Context: an optimization exercise on an open-source flow, tuned for small area, a short achievable clock period and few clock cycles. The choices shown serve that exercise and are no tape-out recipe.
The RTL was checked by simulation tests, not by an equivalence proof against the original design.

[flow/run.sh]
#!/bin/bash
# synth_recipe.tcl (not shown) runs the flow's synth.tcl, then flattens the netlist and writes it again
# the make line also repeats each setting of config.mk as NAME=value (left out here)
make -C /OpenROAD-flow-scripts/flow DESIGN_CONFIG=/design/flow/config.mk WORK_HOME=/design/flow/orfs CLKGATE_MAP_FILE= SYNTH_SCRIPT=/design/flow/synth_recipe.tcl finish
[flow/config.mk]
export PLATFORM = sky130hd
export DESIGN_NAME = sqrt
export DESIGN_NICKNAME = sqrt
export VERILOG_FILES = /design/flow/design.v
export SDC_FILE = /design/flow/constraint.sdc
export NUM_CORES = 4
export LEC_CHECK = 0
export CAP_MARGIN = 50
export CORE_MARGIN = 2
export CORE_UTILIZATION = 40
export CTS_CLUSTER_DIAMETER = 60
export CTS_CLUSTER_SIZE = 20
export PLACE_DENSITY = 0.6
export SLEW_MARGIN = 60
[flow/constraint.sdc]
create_clock -name core_clock -period 30.0 [get_ports {clk}]
set_input_delay 6.0000 -clock core_clock [delete_from_list [all_inputs] [get_ports {clk}]]
set_output_delay 6.0000 -clock core_clock [all_outputs]
set_load 0.01 [all_outputs]
[flow/design.v]
module sqrt
  #( parameter I_WIDTH = 16,
               F_WIDTH = 16)
  (input [I_WIDTH+F_WIDTH-1:0] N_in,
   output reg [I_WIDTH+F_WIDTH-1:0] out,
   input clk, rst, in_valid,
   output reg out_valid, ready
  );
  reg st_m, st_t, st_s, st_f;
  reg a_p, a_n, a_np;           
  reg b_n, b_p, b_xh, b_x;      
  reg [31:0] N;
  reg        nsmall;            
  reg [24:0] X;
  reg [31:0] P;                 
  reg [17:0] R_old;
  reg [24:0] approx;
  reg [31:0] approx_sq;
  always @ (*) begin
    if      (N_in > 32'h4000_0000) begin approx = 25'h000_0100; approx_sq = 32'h0000_0001; end
    else if (N_in > 32'h1000_0000) begin approx = 25'h000_0200; approx_sq = 32'h0000_0004; end
    else if (N_in > 32'h0400_0000) begin approx = 25'h000_0400; approx_sq = 32'h0000_0010; end
    else if (N_in > 32'h0100_0000) begin approx = 25'h000_0800; approx_sq = 32'h0000_0040; end
    else if (N_in > 32'h0040_0000) begin approx = 25'h000_1000; approx_sq = 32'h0000_0100; end
    else if (N_in > 32'h0010_0000) begin approx = 25'h000_2000; approx_sq = 32'h0000_0400; end
    else if (N_in > 32'h0004_0000) begin approx = 25'h000_4000; approx_sq = 32'h0000_1000; end
    else if (N_in > 32'h0001_0000) begin approx = 25'h000_8000; approx_sq = 32'h0000_4000; end
    else if (N_in > 32'h0000_4000) begin approx = 25'h001_0000; approx_sq = 32'h0001_0000; end
    else if (N_in > 32'h0000_1000) begin approx = 25'h002_0000; approx_sq = 32'h0004_0000; end
    else if (N_in > 32'h0000_0400) begin approx = 25'h004_0000; approx_sq = 32'h0010_0000; end
    else if (N_in > 32'h0000_0100) begin approx = 25'h008_0000; approx_sq = 32'h0040_0000; end
    else if (N_in > 32'h0000_0040) begin approx = 25'h010_0000; approx_sq = 32'h0100_0000; end
    else if (N_in > 32'h0000_0010) begin approx = 25'h020_0000; approx_sq = 32'h0400_0000; end
    else if (N_in > 32'h0000_0004) begin approx = 25'h040_0000; approx_sq = 32'h1000_0000; end
    else                           begin approx = 25'h080_0000; approx_sq = 32'h4000_0000; end
  end
  wire [31:0] R    = 32'h0003_0000 - P;
  wire        cont = (R <= {14'd0, R_old});
  wire        same = (P == {7'd0, X});
  wire [31:0] ma = ({32{a_p}}  & P)
                 | ({32{a_n}}  & N)
                 | ({32{a_np}} & {14'd0, ~P[17:0]});
  wire [24:0] mb = ({25{b_n}}  & N[24:0])
                 | ({25{b_p}}  & P[24:0])
                 | ({25{b_xh}} & {1'b0, X[24:1]})
                 | ({25{b_x}}  & X);
  wire [47:0] tcorr = a_np ? ({24'd0, X[24:1]} - {8'd0, X[24:1], 16'd0}) : 48'd0;
  wire [47:0] prod  = ma * mb + tcorr;
  wire fin = ~(st_m | st_t | st_s);    
  wire acc = fin & in_valid;
  always @ (posedge clk) begin
    if (st_m) P <= prod[47:16];
    if (st_t && cont) begin P <= prod[47:16]; R_old <= R[17:0]; end
    if (st_s) begin X <= P[24:0]; P <= prod[47:16]; end
    if (st_f) out <= prod[47:16];
    if (acc) begin
      N      <= N_in;
      nsmall <= (N_in[31:25] == 7'd0);
      X      <= approx;
      P      <= approx_sq;
      R_old  <= 18'h3_0000;
    end
  end
  reg nm, nt, ns, nf, nsm;
  always @ (*) begin
    nm = 1'b0; nt = 1'b0; ns = 1'b0; nf = 1'b0;
    nsm = nsmall;
    if (st_m) nt = 1'b1;
    if (st_t) begin if (cont) ns = 1'b1; else nf = 1'b1; end
    if (st_s) begin if (same) nf = 1'b1; else nm = 1'b1; end
    if (acc) begin
      nsm = (N_in[31:25] == 7'd0);
      if (N_in == 32'd0) nf = 1'b1; else nm = 1'b1;
    end
  end
  always @ (posedge clk) begin
    if (rst) begin
      st_m <= 1'b0; st_t <= 1'b0; st_s <= 1'b0; st_f <= 1'b0;
      a_p <= 1'b0; a_n <= 1'b0; a_np <= 1'b0;
      b_n <= 1'b0; b_p <= 1'b0; b_xh <= 1'b0; b_x <= 1'b0;
      ready     <= 1'b1;
      out_valid <= 1'b0;
    end else begin
      st_m <= nm; st_t <= nt; st_s <= ns; st_f <= nf;
      ready <= ~(nm | nt | ns);
      out_valid <= st_f;
      a_p  <= (nm & nsm) | ns;
      a_n  <= (nm & ~nsm) | nf;
      a_np <= nt;
      b_n  <= nm & nsm;
      b_p  <= (nm & ~nsm) | ns;
      b_xh <= nt;
      b_x  <= nf;
    end
  end
endmodule
==> results_dict.tcl, run 1 <==
set metrics [dict create \
    status "timing/DRC/antenna clean" \
    slew_headroom_pct 57.6 \
    netlist_area_um2 32800 \
    track_usage_pct 27.2 \
    ioPinCount 69 \
    ys_types 76 \
    gp_congestion 0.951 \
    max_stage_delay_ns 0.59 \
    syn_area_per_cell_um2 8.95 \
    cp_common_cell "nand2_1" \
    drtIter0Drc 2711 \
    cts_root_buf "clkbuf_16" \
    post_cts_resized 0 \
    grt_max_degree 65 \
    startpoint_type "input pin" \
    worst_pin_slew_ns 0.635 \
    synthTopCellsByCount "inv_1, fa_1, nor2_1" \
    hpwl_um 89100 \
    path_class "in2reg" \
    yosysMostFrequentCell "inv_1" \
    wl_met2_um 49500 \
    drt_pass1_iterations 6 \
    place_inst 4687 \
    port_buffers 68 \
    overflow 0 \
    ctsHoldBuffers 0 \
    finalClockSkew_ns 0.0113 \
    grt_pass1_wl_um 172000 \
    worstPathRequired_ns 30.31 \
    finalSetupViolations 0 \
    synth-main-ff-cell "edfxtp_1" \
    ys_seq_area_share_pct 12.8 \
    syn_nets 4573 \
    synth_top_area_share_pct 42.7 \
    die_w_um 290 \
    path_cells "clkdlybuf4s50_1, or4_1, or3_1, nor2_1, nand2_1, o41ai_1, nand2_1, or2_1, nor2_2, nand3_1, a21bo_1" \
    ant_nets 0 \
    area_delta_synth_final_pct 8.60 \
    hold_viol_final 0 \
    layout.nets 4546 \
    wl_met3_um 10700 \
    netlist_instances 3668 \
    initial_core_util_pct 40.2 \
    post-route-drc-count 0 \
    cpLargestDelayFamily "simple AND/OR/NAND/NOR gates" \
    clock_latency_ns 0.44 \
    post_cts_buffers 0 \
    die_area_um2 84400 \
    worstPathArrival_ns 9.64 \
    min_period_ns 9.32 \
    stdcell_area_um2 35600 \
    clkTransAtPathRegs_ns 0.06 \
    ctsLongestPathBuffers 2 \
    crit_buf_inv 1 \
    cts_tree "built" \
    slowest_stage "clkdlybuf4s50_1" \
    synth-edff-count 121 \
    met1_length_um 45800 \
    clock-sinks 150 \
    routed_wl_um 111000 \
    routed_via_density 5.47 \
    die_y_um 290 \
    setup_tns_ns 0 \
    worst-path-max-fanout 7 \
    worstSetupEndpointType "flop" \
    grt_pass1_vias 27132 \
    cts_buffers 17 \
    routed.top_layer "met4" \
    drive_gt1_share_pct 6.24 \
    dpl_cell_area_um2 35000 \
    period_share_pct 31.1 \
    async_reset_ff_share_pct 0 \
    ys_seq_elements 150 \
    synthTopCellsByArea "fa_1, edfxtp_1, inv_1" \
    ys_warn_count 1 \
    avgRoutedWirePerCell_um 23.5 \
    instances_no_fill 4725 \
    rows 105 \
    max_freq_ghz 0.107 \
    antenna_found_initial 0 \
    core_um2 81700 \
    max_cap_violations 0 \
    vias 25845 \
    rsz0062_at_grt "false" \
    synth_top_area_cell "fa_1" \
    htree_num_levels 4 \
    slew_violations 0 \
    hp-class "reg2reg" \
]
kinds of logic after synthesis:
logic type               share of synthesized area (%)
AND/OR/NAND/NOR                                   16.0
buffers and inverters                             11.7
adder cells (fa/ha/maj)                           49.2
AO/OA/AOI/OAI                                     6.88
flip-flops                                        12.8
XOR/XNOR                                          2.93
multiplexers                                     0.496
flip-flops by register name, indices dropped and copies added (netlist names), 18 cells and up:
register	count
out	32
R_old	18
X	25
N	32
P	32
placed cells by master, fill, tap and decap left out, types with 45 or more instances in the layout:
master	instances
buf_4	77
clkdlybuf4s50_1	68
fa_1	700
inv_1	798
a21oi_1	54
xnor2_1	56
nor2_1	502
a21o_1	45
ha_1	170
edfxtp_1	121
nand2_1	435
routing by layer:
layer  track usage, %  vias up
met4             10.6        0
met3             5.17      221
met1             38.0    13196
li1                 -    11098
met5                0        -
met2             41.8     1330
path summary, 6_finish.rpt:
| path | slack, ns | startpoint | endpoint | cells after the start |
|---|---|---|---|---|
| max | 20.68 | N_in[8] | P[20] | 11 |
| min | 0.47 | R_old[1] | R_old[1] | 2 |
| max reg2reg | 20.81 | b_xh | P[20] | 31 |
| min reg2reg | 0.47 | R_old[1] | R_old[1] | 2 |
worst reg2reg max path: cells and delay by family (launching register included):
| family | cells | cell delay [ns] |
|---|---|---|
| adders and majority gates | 8 | 4.02 |
| buffers and inverters | 10 | 1.51 |
| xor gates and xnor gates | 1 | 0.17 |
| AOI/OAI and AO/OA | 7 | 1.71 |
| DFF | 1 | 0.30 |
| and+or+nand+nor | 5 | 1.26 |
through the flow:
step           hold slack (ns)  worst slack [ns]  utilization [%]
5_1_grt                  0.498             20.41             43.6
6_report                 0.471             20.68             43.6
3_3_place_gp             0.453             20.42             42.5
3_5_place_dp             0.460             20.38             42.8
4_1_cts                  0.473             20.79             43.5
2_1_floorplan            0.437             20.73                -
layout make-up:
type                    instances  area, um^2
inverters                     799        3000
multi-input cells            2513       25100
repair buffers                160        1370
fillers                      8109       46100
clock buffers                  18         429
clock inverters                14         150
diodes                          1        2.50
flip-flops and latches        150        4220
well taps                    1070        1340
Testbench counts, summed over its fixed seeds: cycles 37,066.
==> inputs of run 2 (changes only) <==
--- a/flow/config.mk
+++ b/flow/config.mk
@@ -6,5 +6,5 @@
 export NUM_CORES = 4
 export LEC_CHECK = 0
-export CAP_MARGIN = 50
+export CAP_MARGIN = 80
 export CORE_MARGIN = 2
 export CORE_UTILIZATION = 40
@@ -12,3 +12,3 @@
 export CTS_CLUSTER_SIZE = 20
 export PLACE_DENSITY = 0.6
-export SLEW_MARGIN = 60
+export SLEW_MARGIN = 85
==> run 2 against run 1 <==
  * Clock-buffer cell count up 2
  * First-iteration DRC count up 11%
  * Clock skew down 0.0029 ns
  * Non-clock buffer count up 471
  * Hold slack better by 0.0034 ns
  * Die area unchanged
  * Synthesized area unchanged
  * Utilization up 7.7 points
  * Via count up 11%
  * Critical path depth up 34
  * Worst setup slack worse by 5.0 ns
  * Highest routed layer is now met5
==> results_dict.tcl, run 2 <==
set metrics [dict create \
    status "timing/DRC/antenna clean" \
    grt_pass1_vias 29773 \
    synth-edff-count 121 \
    ioPinCount 69 \
    top_regs "N: 32 flops, P: 32 flops, out: 32 flops" \
    hpwl_um 98900 \
    grt_pass1_wl_um 182000 \
    max_stage_delay_ns 0.56 \
    post-route-drc-count 0 \
    worstPathRequired_ns 30.20 \
    ctsLongestPathBuffers 2 \
    max_freq_ghz 0.0699 \
    layout.nets 5017 \
    gp_congestion 0.951 \
    avgRoutedWirePerCell_um 23.2 \
    rows 105 \
    track_usage_pct 28.5 \
    diodes 0 \
    post_cts_buffers 0 \
    instances_no_fill 5195 \
    area_delta_synth_final_pct 27.8 \
    slew_violations 0 \
    finalClockSkew_ns 0.00841 \
    rsz0062_at_grt "false" \
    clock-sinks 150 \
    wl_met2_um 53600 \
    cts_root_buf "clkbuf_16" \
    synth_top_area_cell "fa_1" \
    ys_types 76 \
    ys_seq_elements 150 \
    grt_max_degree 26 \
    overflow 0 \
    antenna_found_initial 1 \
    met1_length_um 46100 \
    routed_via_density 5.51 \
    hold_viol_final 0 \
    ant_nets 0 \
    synth-main-ff-cell "edfxtp_1" \
    max_cap_violations 0 \
    initial_core_util_pct 40.2 \
    finalSetupViolations 0 \
    synth_top_area_share_pct 42.7 \
    hp-class "reg2reg" \
    cts_buffers 17 \
    crit_buf_inv 20 \
    die_y_um 290 \
    routed.top_layer "met5" \
    ys_seq_area_share_pct 12.8 \
    worst_pin_slew_ns 0.305 \
    ctsHoldBuffers 0 \
    final_cell_mix "inv_1, fa_1, nor2_1" \
    drt_pass1_iterations 6 \
    clock_latency_ns 0.44 \
    path_class "reg2reg" \
    cpLargestDelayFamily "buffers and inverters" \
    place_inst 5116 \
    die_area_um2 84400 \
    worst-path-max-fanout 5 \
    netlist_area_um2 32800 \
    period_share_pct 47.7 \
    clkTransAtPathRegs_ns 0.06 \
    routed_wl_um 120000 \
    setup_tns_ns 0 \
    drive_gt1_share_pct 20.1 \
    final_core_util_pct 51.3 \
    syn_area_per_cell_um2 8.95 \
    slew_headroom_pct 79.6 \
    startpoint_type "flop" \
    cp_common_cell "clkdlybuf4s50_1" \
    port_buffers 68 \
    worstSetupEndpointType "flop" \
    cts_tree "built" \
    synthTopCellsByArea "fa_1, edfxtp_1, inv_1" \
    yosysMostFrequentCell "inv_1" \
    n_fill_cell 7176 \
    die_w_um 290 \
    core_um2 81700 \
    final_common_cell "inv_1" \
    async_reset_ff_share_pct 0 \
    ys_warn_count 1 \
    netlist_instances 3668 \
    wl_met3_um 13000 \
    worstPathArrival_ns 14.50 \
    slowest_stage "fa_1" \
    drtIter0Drc 3002 \
    post_cts_resized 0 \
    syn_nets 4573 \
    htree_num_levels 4 \
    vias 28635 \
    min_period_ns 14.31 \
    synthTopCellsByCount "inv_1, fa_1, nor2_1" \
]
==> run 2: path summary, 6_finish.rpt <==
| path | startpoint | to | slack [ns] | cells past startpoint |
|---|---|---|---|---|
| max | X[18] | P[31] | 15.69 | 45 |
| min reg2reg | nsmall | nsmall | 0.47 | 2 |
| min | nsmall | nsmall | 0.47 | 2 |
| max reg2reg | X[18] | P[31] | 15.69 | 45 |
==> run 2: cell type report <==
type / count / area (um^2) / share of cell area [%]
Inverter: 799 / 3010 / 7.17
Multi-Input combinational cell: 2513 / 27800 / 66.3
Clock buffer: 20 / 437 / 1.04
Sequential cell: 150 / 4220 / 10.1
Tap cell: 1070 / 1340 / 3.19
Timing Repair Buffer: 631 / 4970 / 11.8
Clock inverter: 12 / 155 / 0.370
==> run 2: stage by stage <==
stage	area (um^2)	setup slack [ns]	hold WS, ns
after floorplan	32800	20.73	0.437
after global placement	34700	20.42	0.453
after detailed placement	40000	17.42	0.460
after CTS	40600	17.85	0.473
after global routing	41900	15.32	0.493
final	41900	15.69	0.474
==> run 2: kinds of logic after synthesis <==
logic type / count (synthesis) / share of synthesized area (%)
flip-flops: 150 / 12.8
multiplexers: 16 / 0.496
buffers and inverters: 1005 / 11.7
adder cells (fa/ha/maj): 870 / 49.2
XOR/XNOR: 105 / 2.93
AO/OA/AOI/OAI: 313 / 6.88
AND/OR/NAND/NOR: 1209 / 16.0
==> run 2: routing by layer <==
metal  vias up  global-route usage, %
met4         2                   14.7
met2      1730                   43.7
met5         -                      0
met3       411                   6.26
met1     14458                   38.2
li1      12034                      -
==> run 2: tightest hold or removal path, cell delays in order, from the launching register on <==
cell	delay, ns
dfxtp_1	0.31
nand2_1	0.05
o21ai_2	0.08
==> inputs of run 3 (changes only) <==
--- a/flow/config.mk
+++ b/flow/config.mk
@@ -6,5 +6,5 @@
 export NUM_CORES = 4
 export LEC_CHECK = 0
-export CAP_MARGIN = 80
+export CAP_MARGIN = 20
 export CORE_MARGIN = 2
 export CORE_UTILIZATION = 40
@@ -12,3 +12,3 @@
 export CTS_CLUSTER_SIZE = 20
 export PLACE_DENSITY = 0.6
-export SLEW_MARGIN = 85
+export SLEW_MARGIN = 20
==> run 3 against run 2 <==
  * Die area stayed put
  * Design area is 16% lower
  * Critical path type unchanged
  * Critical endpoint is now P[20]
  * Highest routed layer unchanged
  * Cell count is 9.4% lower
  * Sequential share of layout area is 1.9 points higher
  * Synthesized cell count stayed put
  * Still clean on timing, DRC and antenna
  * Critical path depth is 17 lower
  * Routed wire length is 7.9% lower
  * Non-clock buffer count is 487 lower
  * Global-route usage is 1.4 points lower
  * First-iteration DRC count is 14% lower
==> results_dict.tcl, run 3 <==
set metrics [dict create \
    antenna_found_initial 2 \
    whs_path_depth 2 \
    async_reset_ff_share_pct 0 \
    cts_tree "built" \
    r2r_start "b_xh" \
    finalSetupViolations 0 \
    ys_seq_area_share_pct 12.8 \
    drtIter0Drc 2567 \
    startpoint_type "flop" \
    post_cts_buffers 0 \
    ant_nets 0 \
    path_class "reg2reg" \
    vias 25860 \
    clkTransAtPathRegs_ns 0.06 \
    post_cts_resized 0 \
    final_common_cell "inv_1" \
    synthTopCellsByCount "inv_1, fa_1, nor2_1" \
    r2r_slack_ns 20.40 \
    whs_ns 0.467 \
    max_freq_ghz 0.104 \
    min_period_ns 9.61 \
    final_cell_mix "inv_1, fa_1, nor2_1" \
    die_w_um 290 \
    crit_end "P[20]" \
    max_stage_delay_ns 0.80 \
    clock-sinks 150 \
    status "timing/DRC/antenna clean" \
    ys_types 76 \
    clock_latency_ns 0.44 \
    worst_pin_slew_ns 1.21 \
    die_y_um 290 \
    period_share_pct 32.0 \
    synth-main-ff-cell "edfxtp_1" \
    post-route-drc-count 0 \
    stdcell_area_um2 35400 \
    top_regs "N: 32 flops, P: 32 flops, out: 32 flops" \
    setup_tns_ns 0 \
    ys_seq_elements 150 \
    slew_headroom_pct 19.4 \
    synth_top_area_share_pct 42.7 \
    hp-class "reg2reg" \
    drt_pass1_iterations 8 \
    worstPathRequired_ns 30.19 \
    gp_congestion 0.951 \
    worst-path-max-fanout 36 \
    instances_no_fill 4709 \
    ioPinCount 69 \
    netlist_instances 3668 \
    slew_violations 0 \
    initial_core_util_pct 40.2 \
    routed_wl_um 111000 \
    ys_warn_count 1 \
    r2r_end "P[20]" \
    grt_pass1_wl_um 171000 \
    core_um2 81700 \
    rsz0062_at_grt "false" \
    area_delta_synth_final_pct 7.74 \
    syn_area_per_cell_um2 8.95 \
    place_inst 4676 \
    yosysMostFrequentCell "inv_1" \
    layout.nets 4530 \
    worstPathArrival_ns 9.80 \
    crit_start "b_xh" \
    finalClockSkew_ns 0.00736 \
    cts_buffers 17 \
    dpl_cell_area_um2 34700 \
    syn_nets 4573 \
    grt_pass1_vias 26934 \
    max_cap_violations 0 \
    htree_num_levels 4 \
    final_core_util_pct 43.3 \
    overflow 0 \
    r2r_cells 28 \
    hold_viol_final 0 \
    synth_top_area_cell "fa_1" \
    grt_max_degree 65 \
    worstSetupEndpointType "flop" \
    slowest_stage "a221o_1" \
    drive_gt1_share_pct 4.26 \
    port_buffers 68 \
    synth-edff-count 121 \
    n_fill_cell 8104 \
    synthTopCellsByArea "fa_1, edfxtp_1, inv_1" \
    cts_root_buf "clkbuf_16" \
    hpwl_um 88600 \
    ctsLongestPathBuffers 2 \
    ctsHoldBuffers 0 \
    netlist_area_um2 32800 \
    track_usage_pct 27.1 \
    cp_common_cell "fa_1" \
    rows 105 \
    routed_via_density 5.49 \
    die_area_um2 84400 \
    avgRoutedWirePerCell_um 23.6 \
]
-- run 3: cell counts after synthesis --
No cell type changed its count.
-- run 3: worst max-delay path: cells and delay by family, from the launching register on --
kind	cells	cell delay [ns]
DFF	1	0.31
xor gates and xnor gates	1	0.17
adders and majority gates	8	4.04
and+or+nand+nor	4	1.09
buffers and inverters	8	1.08
AOI/OAI and AO/OA	7	2.63
-- run 3: layout make-up --
| type | count | area, um^2 | share of cell area (%) |
|---|---|---|---|
| clock inverters | 10 | 146 | 0.414 |
| multi-input cells | 2513 | 24900 | 70.5 |
| repair buffers | 144 | 1250 | 3.55 |
| inverters | 799 | 3000 | 8.48 |
| clock buffers | 22 | 484 | 1.37 |
| well taps | 1070 | 1340 | 3.79 |
| flip-flops and latches | 150 | 4220 | 11.9 |
| diodes | 1 | 2.50 | 0.00708 |
-- run 3: worst min-delay path by stage --
stage                            to      start
after global placement     R_old[1]   R_old[1]
after detailed placement   R_old[1]   R_old[1]
after floorplan            R_old[1]   R_old[1]
after global routing      R_old[17]  R_old[17]
after CTS                  R_old[1]   R_old[1]
final                     R_old[17]  R_old[17]
-- run 3: per-stage QoR --
| step | setup slack [ns] |
|---|---|
| finish | 20.40 |
| global placement | 20.42 |
| detailed placement | 20.28 |
| floorplan | 20.73 |
| global route | 20.10 |
| CTS | 20.64 |
-- run 3: logic make-up after synthesis --
family	after synthesis	synth area share, %
AND/OR/NAND/NOR	1209	16.0
buffers and inverters	1005	11.7
adder cells (fa/ha/maj)	870	49.2
AO/OA/AOI/OAI	313	6.88
flip-flops	150	12.8
XOR/XNOR	105	2.93
multiplexers	16	0.496
-- run 3: metal layers --
layer | track usage (%) | routed length [um] | up-vias
met5 | 0 | 13 | -
met4 | 11.0 | 5260 | 2
met3 | 5.58 | 11100 | 224
met2 | 41.5 | 48800 | 1378
met1 | 37.6 | 45700 | 13203
li1 | - | - | 11053
==> inputs of run 4 (changes only) <==
--- a/flow/design.v
+++ b/flow/design.v
@@ -8,11 +8,11 @@
   );
   reg st_m, st_t, st_s, st_f;
-  reg a_p, a_n, a_np;           
-  reg b_n, b_p, b_xh, b_x;      
   reg [31:0] N;
   reg        nsmall;            
   reg [24:0] X;
-  reg [31:0] P;                 
   reg [17:0] R_old;
+  reg [31:0] ma;
+  reg [24:0] mb;
+  reg        hz;                
   reg [24:0] approx;
   reg [31:0] approx_sq;
@@ -35,22 +35,43 @@
     else                           begin approx = 25'h080_0000; approx_sq = 32'h4000_0000; end
   end
-  wire [31:0] R    = 32'h0003_0000 - P;
-  wire        cont = (R <= {14'd0, R_old});
-  wire        same = (P == {7'd0, X});
-  wire [31:0] ma = ({32{a_p}}  & P)
-                 | ({32{a_n}}  & N)
-                 | ({32{a_np}} & {14'd0, ~P[17:0]});
-  wire [24:0] mb = ({25{b_n}}  & N[24:0])
-                 | ({25{b_p}}  & P[24:0])
-                 | ({25{b_xh}} & {1'b0, X[24:1]})
-                 | ({25{b_x}}  & X);
-  wire [47:0] tcorr = a_np ? ({24'd0, X[24:1]} - {8'd0, X[24:1], 16'd0}) : 48'd0;
-  wire [47:0] prod  = ma * mb + tcorr;
+  wire [17:0] nx2_lo = ~ma[17:0];
+  wire [17:0] R      = 18'h3_0000 - nx2_lo;
+  wire        cont   = hz && (nx2_lo <= 18'h3_0000) && (R <= R_old);
+  wire        same   = (ma == {7'd0, X});
+  wire [47:0] c_lo = {24'd0, mb[23:0] & {24{st_t}}};
+  wire [47:0] c_hi = {{8{st_t}}, ~mb[23:0] & {24{st_t}}, 16'd0};
+  wire [47:0] c_1  = {31'd0, st_t, 16'd0};
+  wire [47:0] prod = ma * mb + c_lo + c_hi + c_1;
   wire fin = ~(st_m | st_t | st_s);    
   wire acc = fin & in_valid;
   always @ (posedge clk) begin
-    if (st_m) P <= prod[47:16];
-    if (st_t && cont) begin P <= prod[47:16]; R_old <= R[17:0]; end
-    if (st_s) begin X <= P[24:0]; P <= prod[47:16]; end
+    if (st_m) begin
+      ma <= {14'd0, ~prod[33:16]};
+      mb <= {1'b0, X[24:1]};
+      hz <= (prod[47:34] == 14'd0);
+    end
+    if (st_t) begin
+      if (cont) begin
+        R_old <= R;
+        ma    <= prod[47:16];
+        mb    <= prod[40:16];
+      end else begin
+        ma    <= N;
+        mb    <= X;
+      end
+    end
+    if (st_s) begin
+      X <= ma[24:0];
+      if (same) begin
+        ma <= N;
+        mb <= X;
+      end else if (nsmall) begin
+        ma <= prod[47:16];
+        mb <= N[24:0];
+      end else begin
+        ma <= N;
+        mb <= prod[40:16];
+      end
+    end
     if (st_f) out <= prod[47:16];
     if (acc) begin
@@ -58,25 +79,25 @@
       nsmall <= (N_in[31:25] == 7'd0);
       X      <= approx;
-      P      <= approx_sq;
       R_old  <= 18'h3_0000;
+      if (N_in[31:25] == 7'd0) begin
+        ma <= approx_sq;
+        mb <= N_in[24:0];
+      end else begin
+        ma <= N_in;
+        mb <= approx_sq[24:0];
+      end
     end
   end
-  reg nm, nt, ns, nf, nsm;
+  reg nm, nt, ns, nf;
   always @ (*) begin
     nm = 1'b0; nt = 1'b0; ns = 1'b0; nf = 1'b0;
-    nsm = nsmall;
     if (st_m) nt = 1'b1;
     if (st_t) begin if (cont) ns = 1'b1; else nf = 1'b1; end
     if (st_s) begin if (same) nf = 1'b1; else nm = 1'b1; end
-    if (acc) begin
-      nsm = (N_in[31:25] == 7'd0);
-      if (N_in == 32'd0) nf = 1'b1; else nm = 1'b1;
-    end
+    if (acc) begin if (N_in == 32'd0) nf = 1'b1; else nm = 1'b1; end
   end
   always @ (posedge clk) begin
     if (rst) begin
       st_m <= 1'b0; st_t <= 1'b0; st_s <= 1'b0; st_f <= 1'b0;
-      a_p <= 1'b0; a_n <= 1'b0; a_np <= 1'b0;
-      b_n <= 1'b0; b_p <= 1'b0; b_xh <= 1'b0; b_x <= 1'b0;
       ready     <= 1'b1;
       out_valid <= 1'b0;
@@ -85,11 +106,4 @@
       ready <= ~(nm | nt | ns);
       out_valid <= st_f;
-      a_p  <= (nm & nsm) | ns;
-      a_n  <= (nm & ~nsm) | nf;
-      a_np <= nt;
-      b_n  <= nm & nsm;
-      b_p  <= (nm & ~nsm) | ns;
-      b_xh <= nt;
-      b_x  <= nf;
     end
   end
--- a/flow/config.mk
+++ b/flow/config.mk
@@ -6,5 +6,5 @@
 export NUM_CORES = 4
 export LEC_CHECK = 0
-export CAP_MARGIN = 20
+export CAP_MARGIN = 50
 export CORE_MARGIN = 2
 export CORE_UTILIZATION = 40
@@ -12,3 +12,3 @@
 export CTS_CLUSTER_SIZE = 20
 export PLACE_DENSITY = 0.6
-export SLEW_MARGIN = 20
+export SLEW_MARGIN = 60
==> run 4 against run 3 <==
  * Still clean on timing, DRC and antenna
  * Via count is 5.3% higher
  * Synthesized area is 8.6% higher
  * Non-clock buffer count is 27 higher
  * Global-route usage is 2.3 points lower
  * Design area is 9.5% higher
  * Critical endpoint is now mb[4]
  * Largest cell class unchanged
==> results_dict.tcl, run 4 <==
set metrics [dict create \
    status "timing/DRC/antenna clean" \
    post-route-drc-count 0 \
    final_common_cell "inv_1" \
    top_regs "N: 32 flops, ma: 32 flops, out: 32 flops" \
    synth_xor_area_share_pct 2.11 \
    setup_tns_ns 0 \
    synth-simple-area-share_pct 16.3 \
    clkTransAtPathRegs_ns 0.08 \
    layout.nets 4885 \
    synth_compound_area_share_pct 7.39 \
    routed_wl_um 108000 \
    clock_latency_ns 0.45 \
    slew_headroom_pct 56.6 \
    grt_pass1_vias 29213 \
    ys_seq_elements 172 \
    gr-max-usage-layer "met2" \
    netlist_instances 3960 \
    post_cts_resized 0 \
    ant_nets 0 \
    cts_buffers 17 \
    core_um2 88400 \
    max_freq_ghz 0.109 \
    syn_area_per_cell_um2 9.00 \
    slowest_stage "or4_4" \
    r2r_cells 25 \
    ys_warn_count 1 \
    final_core_util_pct 43.8 \
    hold_viol_final 0 \
    htree_num_levels 4 \
    die_w_um 303 \
    place_inst 5068 \
    synthAdderAreaFrac_pct 47.4 \
    antenna_found_initial 2 \
    clock-sinks 172 \
    synth-edff-count 148 \
    ctsHoldBuffers 0 \
    synth-main-ff-cell "edfxtp_1" \
    grt_pass1_wl_um 172000 \
    track_usage_pct 24.8 \
    worst_slack_ns 20.80 \
    overflow 0 \
    ctsLongestPathBuffers 2 \
    cts_root_buf "clkbuf_16" \
    synthTopCellsByCount "inv_1, fa_1, nand2_1" \
    synthTopCellsByArea "fa_1, edfxtp_1, inv_1" \
    slew_violations 0 \
    initial_core_util_pct 40.3 \
    hpwl_um 79100 \
    multi_input_area_um2 26900 \
    path_class "in2reg" \
    max_cap_violations 0 \
    instances_no_fill 5106 \
    gp_congestion 0.927 \
    die_area_um2 91500 \
    min_period_ns 9.20 \
    port_buffers 68 \
    netlist_area_um2 35600 \
    max_stage_delay_ns 0.63 \
    muxShareOfSynthArea_pct 1.10 \
    drt_pass1_iterations 8 \
    worstPathRequired_ns 30.20 \
    avgRoutedWirePerCell_um 21.1 \
    final_cell_mix "inv_1, fa_1, nand2_1" \
    synth_top_family_by_area "adder cells" \
    met1_usage_pct 34.0 \
    routed_via_density 5.33 \
    grt_max_degree 63 \
    hp-class "reg2reg" \
    yosysMostFrequentCell "inv_1" \
    whs_path_depth 2 \
    met3_usage_pct 4.75 \
    period_share_pct 30.7 \
    finalSetupViolations 0 \
    grtUsageMet2_pct 39.6 \
    path_cells "clkdlybuf4s50_1, or4_4, or4_4, nor3_1, nand3_1, or3_1, a21oi_1, or4b_1, a21oi_1, a211o_1" \
    finalClockSkew_ns 0.0111 \
    ioPinCount 69 \
    regArea_um2 4930 \
    drive_gt1_share_pct 5.26 \
    drtIter0Drc 2164 \
    synth_top_area_share_pct 39.8 \
    pre_cts_slack_ns 20.41 \
    vias 27224 \
    startpoint_type "input pin" \
    syn_nets 4921 \
    die_y_um 303 \
    n_fill_cell 8750 \
    rows 109 \
    worst_pin_slew_ns 0.648 \
    post_cts_buffers 0 \
    area_delta_synth_final_pct 8.61 \
    worst-path-max-fanout 6 \
    async_reset_ff_share_pct 0 \
    worstSetupEndpointType "flop" \
    rsz0062_at_grt "false" \
    worstPathArrival_ns 9.40 \
    synth_top_area_cell "fa_1" \
    ys_seq_area_share_pct 13.8 \
    ys_types 72 \
    cts_tree "built" \
]
[run 4: changes by cell type after synthesis, sizes merged, moves of 15 or more]
cell	change
nor2	-404
o211ai	+18
and2	+298
clkbuf	+34
a21o	-32
a221oi	-15
a211oi	+26
ha	+48
xor2	-22
inv	+97
o21ai	+48
edfxtp	+27
nand2	+168
a21oi	+47
[run 4: cell type report]
type	instances	share of cell area (%)
sequential	172	12.7
inverter	899	8.72
multi-input combinational	2663	69.4
clock buffer	17	1.10
tap	1165	3.76
timing repair buffer	171	3.86
clock inverter	15	0.433
antenna	4	0.0259
[run 4: path summary, 6_finish.rpt]
check	startpoint	endpoint	slack [ns]
worst min-delay path	R_old[1]	R_old[1]	0.46
worst max-delay path	N_in[3]	mb[4]	20.80
worst max register to register	mb[17]	hz	21.49
worst min register to register	R_old[1]	R_old[1]	0.46
[run 4: cells by family (layout without fill, tap and decap cells)]
group                      Yosys count  after routing
AOI/OAI and AO/OA                  398            398
xor gates and xnor gates            86             86
adders and majority gates          926            926
buffers and inverters             1125           1102
DFF                                172            172
muxes                               38             38
other                                0              4
and+or+nand+nor                   1215           1215
[run 4: per-layer routing]
layer | vias to the layer above | part of all wire (%)
met4 | 2 | 3.5
met5 | - | 0.018
met3 | 194 | 8.5
li1 | 11974 | -
met2 | 1084 | 46
met1 | 13970 | 42
[run 4: stage by stage]
step | cell area [um^2] | hold slack, ns
floorplan | 35600 | 0.436
global placement | 37500 | 0.443
detailed placement | 38000 | 0.458
CTS | 38600 | 0.468
global route | 38700 | 0.489
finish | 38700 | 0.465
[run 4: critical path, delay by kind of cell]
kind	cells	cell delay, ns
AO/OA/AOI/OAI	3	0.61
buffers and inverters	1	0.55
AND/OR/NAND/NOR	6	2.23
Testbench counts of run 4, summed over its fixed seeds: cycles 37,066.
==> inputs of run 5 (changes only) <==
==> flow/design.v (replaced) <==
module sqrt
  #( parameter I_WIDTH = 16,
               F_WIDTH = 16)
  (input [I_WIDTH+F_WIDTH-1:0] N_in,
   output reg [I_WIDTH+F_WIDTH-1:0] out,
   input clk, rst, in_valid,
   output reg out_valid, ready
  );
  reg st_i, st_m, st_t, st_s, st_f;
  reg [31:0] N;
  reg        nsmall;            
  reg [24:0] X;
  reg [17:0] R_old;
  reg [31:0] ma;
  reg [24:0] mb;
  reg [3:0] j;
  always @ (*) begin
    if      (N > 32'h4000_0000) j = 4'd15;
    else if (N > 32'h1000_0000) j = 4'd14;
    else if (N > 32'h0400_0000) j = 4'd13;
    else if (N > 32'h0100_0000) j = 4'd12;
    else if (N > 32'h0040_0000) j = 4'd11;
    else if (N > 32'h0010_0000) j = 4'd10;
    else if (N > 32'h0004_0000) j = 4'd9;
    else if (N > 32'h0001_0000) j = 4'd8;
    else if (N > 32'h0000_4000) j = 4'd7;
    else if (N > 32'h0000_1000) j = 4'd6;
    else if (N > 32'h0000_0400) j = 4'd5;
    else if (N > 32'h0000_0100) j = 4'd4;
    else if (N > 32'h0000_0040) j = 4'd3;
    else if (N > 32'h0000_0010) j = 4'd2;
    else if (N > 32'h0000_0004) j = 4'd1;
    else                        j = 4'd0;
  end
  wire [45:0] n_sh  = {N, 14'd0} >> {j, 1'b0};
  wire [17:0] R0    = 18'h3_0000 - n_sh[17:0];
  wire [23:0] x1_sh = {R0, 6'd0} >> j;
  wire [24:0] x0    = 25'h080_0000 >> j;
  wire [17:0] nx2_lo = ~ma[17:0];
  wire [17:0] R      = 18'h3_0000 - nx2_lo;
  wire        cont   = (nx2_lo <= 18'h3_0000) && (R <= R_old);
  wire        same   = (ma == {7'd0, X});
  wire [47:0] c_lo = {24'd0, mb[23:0] & {24{st_t}}};
  wire [47:0] c_hi = {{8{st_t}}, ~mb[23:0] & {24{st_t}}, 16'd0};
  wire [47:0] c_1  = {31'd0, st_t, 16'd0};
  wire [47:0] prod = ma * mb + c_lo + c_hi + c_1;
  wire fin = ~(st_i | st_m | st_t | st_s);    
  wire acc = fin & in_valid;
  always @ (posedge clk) begin
    if (st_m) begin
      ma <= {14'd0, ~prod[33:16]};
      mb <= {1'b0, X[24:1]};
    end
    if (st_t) begin
      if (cont) begin
        R_old <= R;
        ma    <= prod[47:16];
        mb    <= prod[40:16];
      end else begin
        ma    <= N;
        mb    <= X;
      end
    end
    if (st_s) begin
      X <= ma[24:0];
      if (same) begin
        ma <= N;
        mb <= X;
      end else if (nsmall) begin
        ma <= prod[47:16];
        mb <= N[24:0];
      end else begin
        ma <= N;
        mb <= prod[40:16];
      end
    end
    if (st_f) out <= prod[47:16];
    if (st_i) begin
      X     <= x0;
      R_old <= R0;
      ma    <= {8'd0, x1_sh};
      mb    <= {1'b0, x1_sh};
    end
    if (fin) begin
      N      <= N_in;
      nsmall <= (N_in[31:25] == 7'd0);
      ma     <= 32'd0;
    end
  end
  reg ni, nm, nt, ns, nf;
  always @ (*) begin
    ni = 1'b0; nm = 1'b0; nt = 1'b0; ns = 1'b0; nf = 1'b0;
    if (st_i) ns = 1'b1;
    if (st_m) nt = 1'b1;
    if (st_t) begin if (cont) ns = 1'b1; else nf = 1'b1; end
    if (st_s) begin if (same) nf = 1'b1; else nm = 1'b1; end
    if (acc) begin if (N_in == 32'd0) nf = 1'b1; else ni = 1'b1; end
  end
  always @ (posedge clk) begin
    if (rst) begin
      st_i <= 1'b0; st_m <= 1'b0; st_t <= 1'b0; st_s <= 1'b0; st_f <= 1'b0;
      ready     <= 1'b1;
      out_valid <= 1'b0;
    end else begin
      st_i <= ni; st_m <= nm; st_t <= nt; st_s <= ns; st_f <= nf;
      ready <= ~(ni | nm | nt | ns);
      out_valid <= st_f;
    end
  end
endmodule
==> run 5 against run 4 <==
  * Still clean on timing, DRC and antenna
  * Synthesized area is 4.9% higher
  * Clock skew grew 0.012 ns
  * Design area increased by 4.7%
  * Register-to-register slack got worse by 0.81 ns
==> results_dict.tcl, run 5 <==
set metrics [dict create \
    startpoint_type "flop" \
    slew_violations 0 \
    htree_num_levels 4 \
    pre_cts_slack_ns 20.75 \
    drtIter0Drc 2523 \
    worstPathArrival_ns 9.71 \
    hold_viol_final 0 \
    finalClockSkew_ns 0.0229 \
    slew_headroom_pct 55.5 \
    min_period_ns 9.32 \
    grt_pass1_wl_um 183000 \
    rows 112 \
    ant_nets 0 \
    ioPinCount 69 \
    ys_types 99 \
    synth-main-ff-cell "edfxtp_1" \
    track_usage_pct 25.3 \
    whs_path_depth 0 \
    netlist_instances 4210 \
    vias 29306 \
    routed_via_density 5.42 \
    antenna_found_initial 3 \
    final_core_util_pct 43.5 \
    synth-edff-count 132 \
    hold_end "out[31]" \
    routed_wl_um 116000 \
    cts_root_buf "clkbuf_16" \
    port_buffers 68 \
    cts_buffers 17 \
    synth_top_family_by_area "adder cells" \
    ctsHoldBuffers 0 \
    post_cts_resized 0 \
    whs_ns 0.571 \
    syn_area_per_cell_um2 8.88 \
    max_cap_violations 0 \
    cts_tree "built" \
    area_delta_synth_final_pct 8.35 \
    ctsLongestPathBuffers 2 \
    die_area_um2 96000 \
    synth_top_area_cell "fa_1" \
    clock-sinks 172 \
    final_cell_mix "inv_1, fa_1, nand2_1" \
    layout.nets 5103 \
    r2r_slack_ns 20.68 \
    worst-path-max-fanout 21 \
    r2r_cells 31 \
    synthTopCellsByArea "fa_1, edfxtp_1, inv_1" \
    synthTopCellsByCount "inv_1, fa_1, nand2_1" \
    path_class "reg2reg" \
    synth_compound_area_share_pct 9.19 \
    initial_core_util_pct 40.2 \
    post_cts_buffers 0 \
    status "timing/DRC/antenna clean" \
    drt_pass1_iterations 8 \
    grt_pass1_vias 30434 \
    worst_pin_slew_ns 0.667 \
    setup_tns_ns 0 \
    worst_slack_ns 20.68 \
    ys_warn_count 1 \
    period_share_pct 31.1 \
    yosysMostFrequentCell "inv_1" \
    muxShareOfSynthArea_pct 2.57 \
    hpwl_um 88300 \
    r2r_end "ma[31]" \
    overflow 0 \
    synth_top_area_share_pct 37.9 \
    worstSetupEndpointType "flop" \
    hp-class "reg2reg" \
    core_um2 93000 \
    synth_xor_area_share_pct 2.34 \
    ys_seq_elements 172 \
    rsz0062_at_grt "false" \
    final_common_cell "inv_1" \
    die_w_um 310 \
    synthAdderAreaFrac_pct 45.2 \
    r2r_start "ma[11]" \
    max_stage_delay_ns 0.67 \
    top_regs "N: 32 flops, ma: 32 flops, out: 32 flops" \
    gp_congestion 0.908 \
    crit_buf_inv 7 \
    ys_seq_area_share_pct 12.7 \
    syn_nets 5172 \
    hold_start "st_f" \
    synth-simple-area-share_pct 16.3 \
    die_y_um 310 \
    clock_latency_ns 0.51 \
    clkTransAtPathRegs_ns 0.08 \
    cp_common_cell "fa_1" \
    worstPathRequired_ns 30.39 \
    netlist_area_um2 37400 \
    slowest_stage "dfxtp_1" \
    post-route-drc-count 0 \
    grt_max_degree 56 \
    avgRoutedWirePerCell_um 21.5 \
    cpLargestDelayFamily "adder cells" \
    max_freq_ghz 0.107 \
    finalSetupViolations 0 \
    drive_gt1_share_pct 6.52 \
    async_reset_ff_share_pct 0 \
]
## run 5: per-stage QoR
| step | instances | instance area [um^2] |
|---|---|---|
| 2_1_floorplan | 4210 | 37400 |
| 3_3_place_gp | 5345 | 39300 |
| 3_5_place_dp | 5370 | 39700 |
| 4_1_cts | 5402 | 40300 |
| 5_1_grt | 5408 | 40500 |
| 6_report | 5409 | 40500 |
## run 5: how the worst max path moves through the flow
stage,startpoint,end,cells past startpoint
after global placement,mb[2],ma[31],31
final,ma[11],ma[31],31
after CTS,mb[4],ma[31],31
after detailed placement,mb[4],ma[31],31
after global routing,mb[4],ma[31],31
after floorplan,st_t,ma[31],33
## run 5: cells by family (layout without fill, tap and decap cells)
| kind of cell | Yosys count | count (layout) |
|---|---|---|
| other | 0 | 1 |
| DFF | 172 | 172 |
| and+or+nand+nor | 1296 | 1296 |
| muxes | 91 | 91 |
| xor gates and xnor gates | 100 | 100 |
| adders and majority gates | 927 | 927 |
| AOI/OAI and AO/OA | 483 | 483 |
| buffers and inverters | 1141 | 1085 |
## run 5: worst reg2reg max path, delay by kind of cell, from the launching register on
family          cells  cell delay, ns
flops               1            0.67
compound gates     13            3.66
xor+xnor            1            0.10
fa+ha+maj           8            3.82
buf+inv             7            0.69
simple gates        2            0.29
## run 5: area by class of cell
cell class                 instances  area, um^2
antenna                            1        2.50
clock buffer                      17         425
clock inverter                    15         169
fill                            9188       52500
inverter                         866        3250
multi-input combinational       2897       28700
sequential                       172        4780
tap                             1254        1570
timing repair buffer             187        1630
## run 5: per-layer routing
metal	share of wire [%]	vias to the layer above	GRT usage, %	wire [um]
met4	3.7	0	9.56	4310
met5	0	-	0	0
li1	-	12911	-	-
met3	7.8	224	4.34	9050
met2	47	1214	40.4	54300
met1	42	14957	34.3	48600
Testbench counts of run 5, summed over its fixed seeds: cycles 35,079.

==> what the ideal ports hide <==
No port has a modelled driver above. Below, the same layouts with a new extraction and two added sets of constraints. Step 1 sets driving cells, clkbuf_16 on the clock port and buf_2 on the other inputs (assumed; they add their load-dependent delay and slew). Step 2 adds t to the input delays and takes it off the output delays; t is the mean of the earliest and latest rising clock arrival at the registers after step 1. Input paths then give back, and output paths get back, about the clock's delay inside the block. Three values: ideal ports, drivers, drivers and shift; two values: the first two.
| run | shift t [ns] | setup slack, ns | worst slew at a driven data input, ns | cell pins on the clock port's net |
|---|---|---|---|---|
| run 1 | 0.486 | 20.676 / 20.701 / 20.215 | 0.06 | 1 |
| run 2 | 0.491 | 15.692 / 15.692 / 15.692 | 0.06 | 1 |
| run 3 | 0.483 | 20.395 / 20.395 / 20.161 | 0.06 | 1 |
| run 4 | 0.496 | 20.802 / 20.833 / 20.337 | 0.08 | 1 |
| run 5 | 0.569 | 20.680 / 20.680 / 20.680 | 0.04 | 1 |
After both steps setup and hold are still met in every run listed. The setup slack of run 4, which loses most, moves by +0.031 ns with the drivers and by -0.465 ns with both steps.
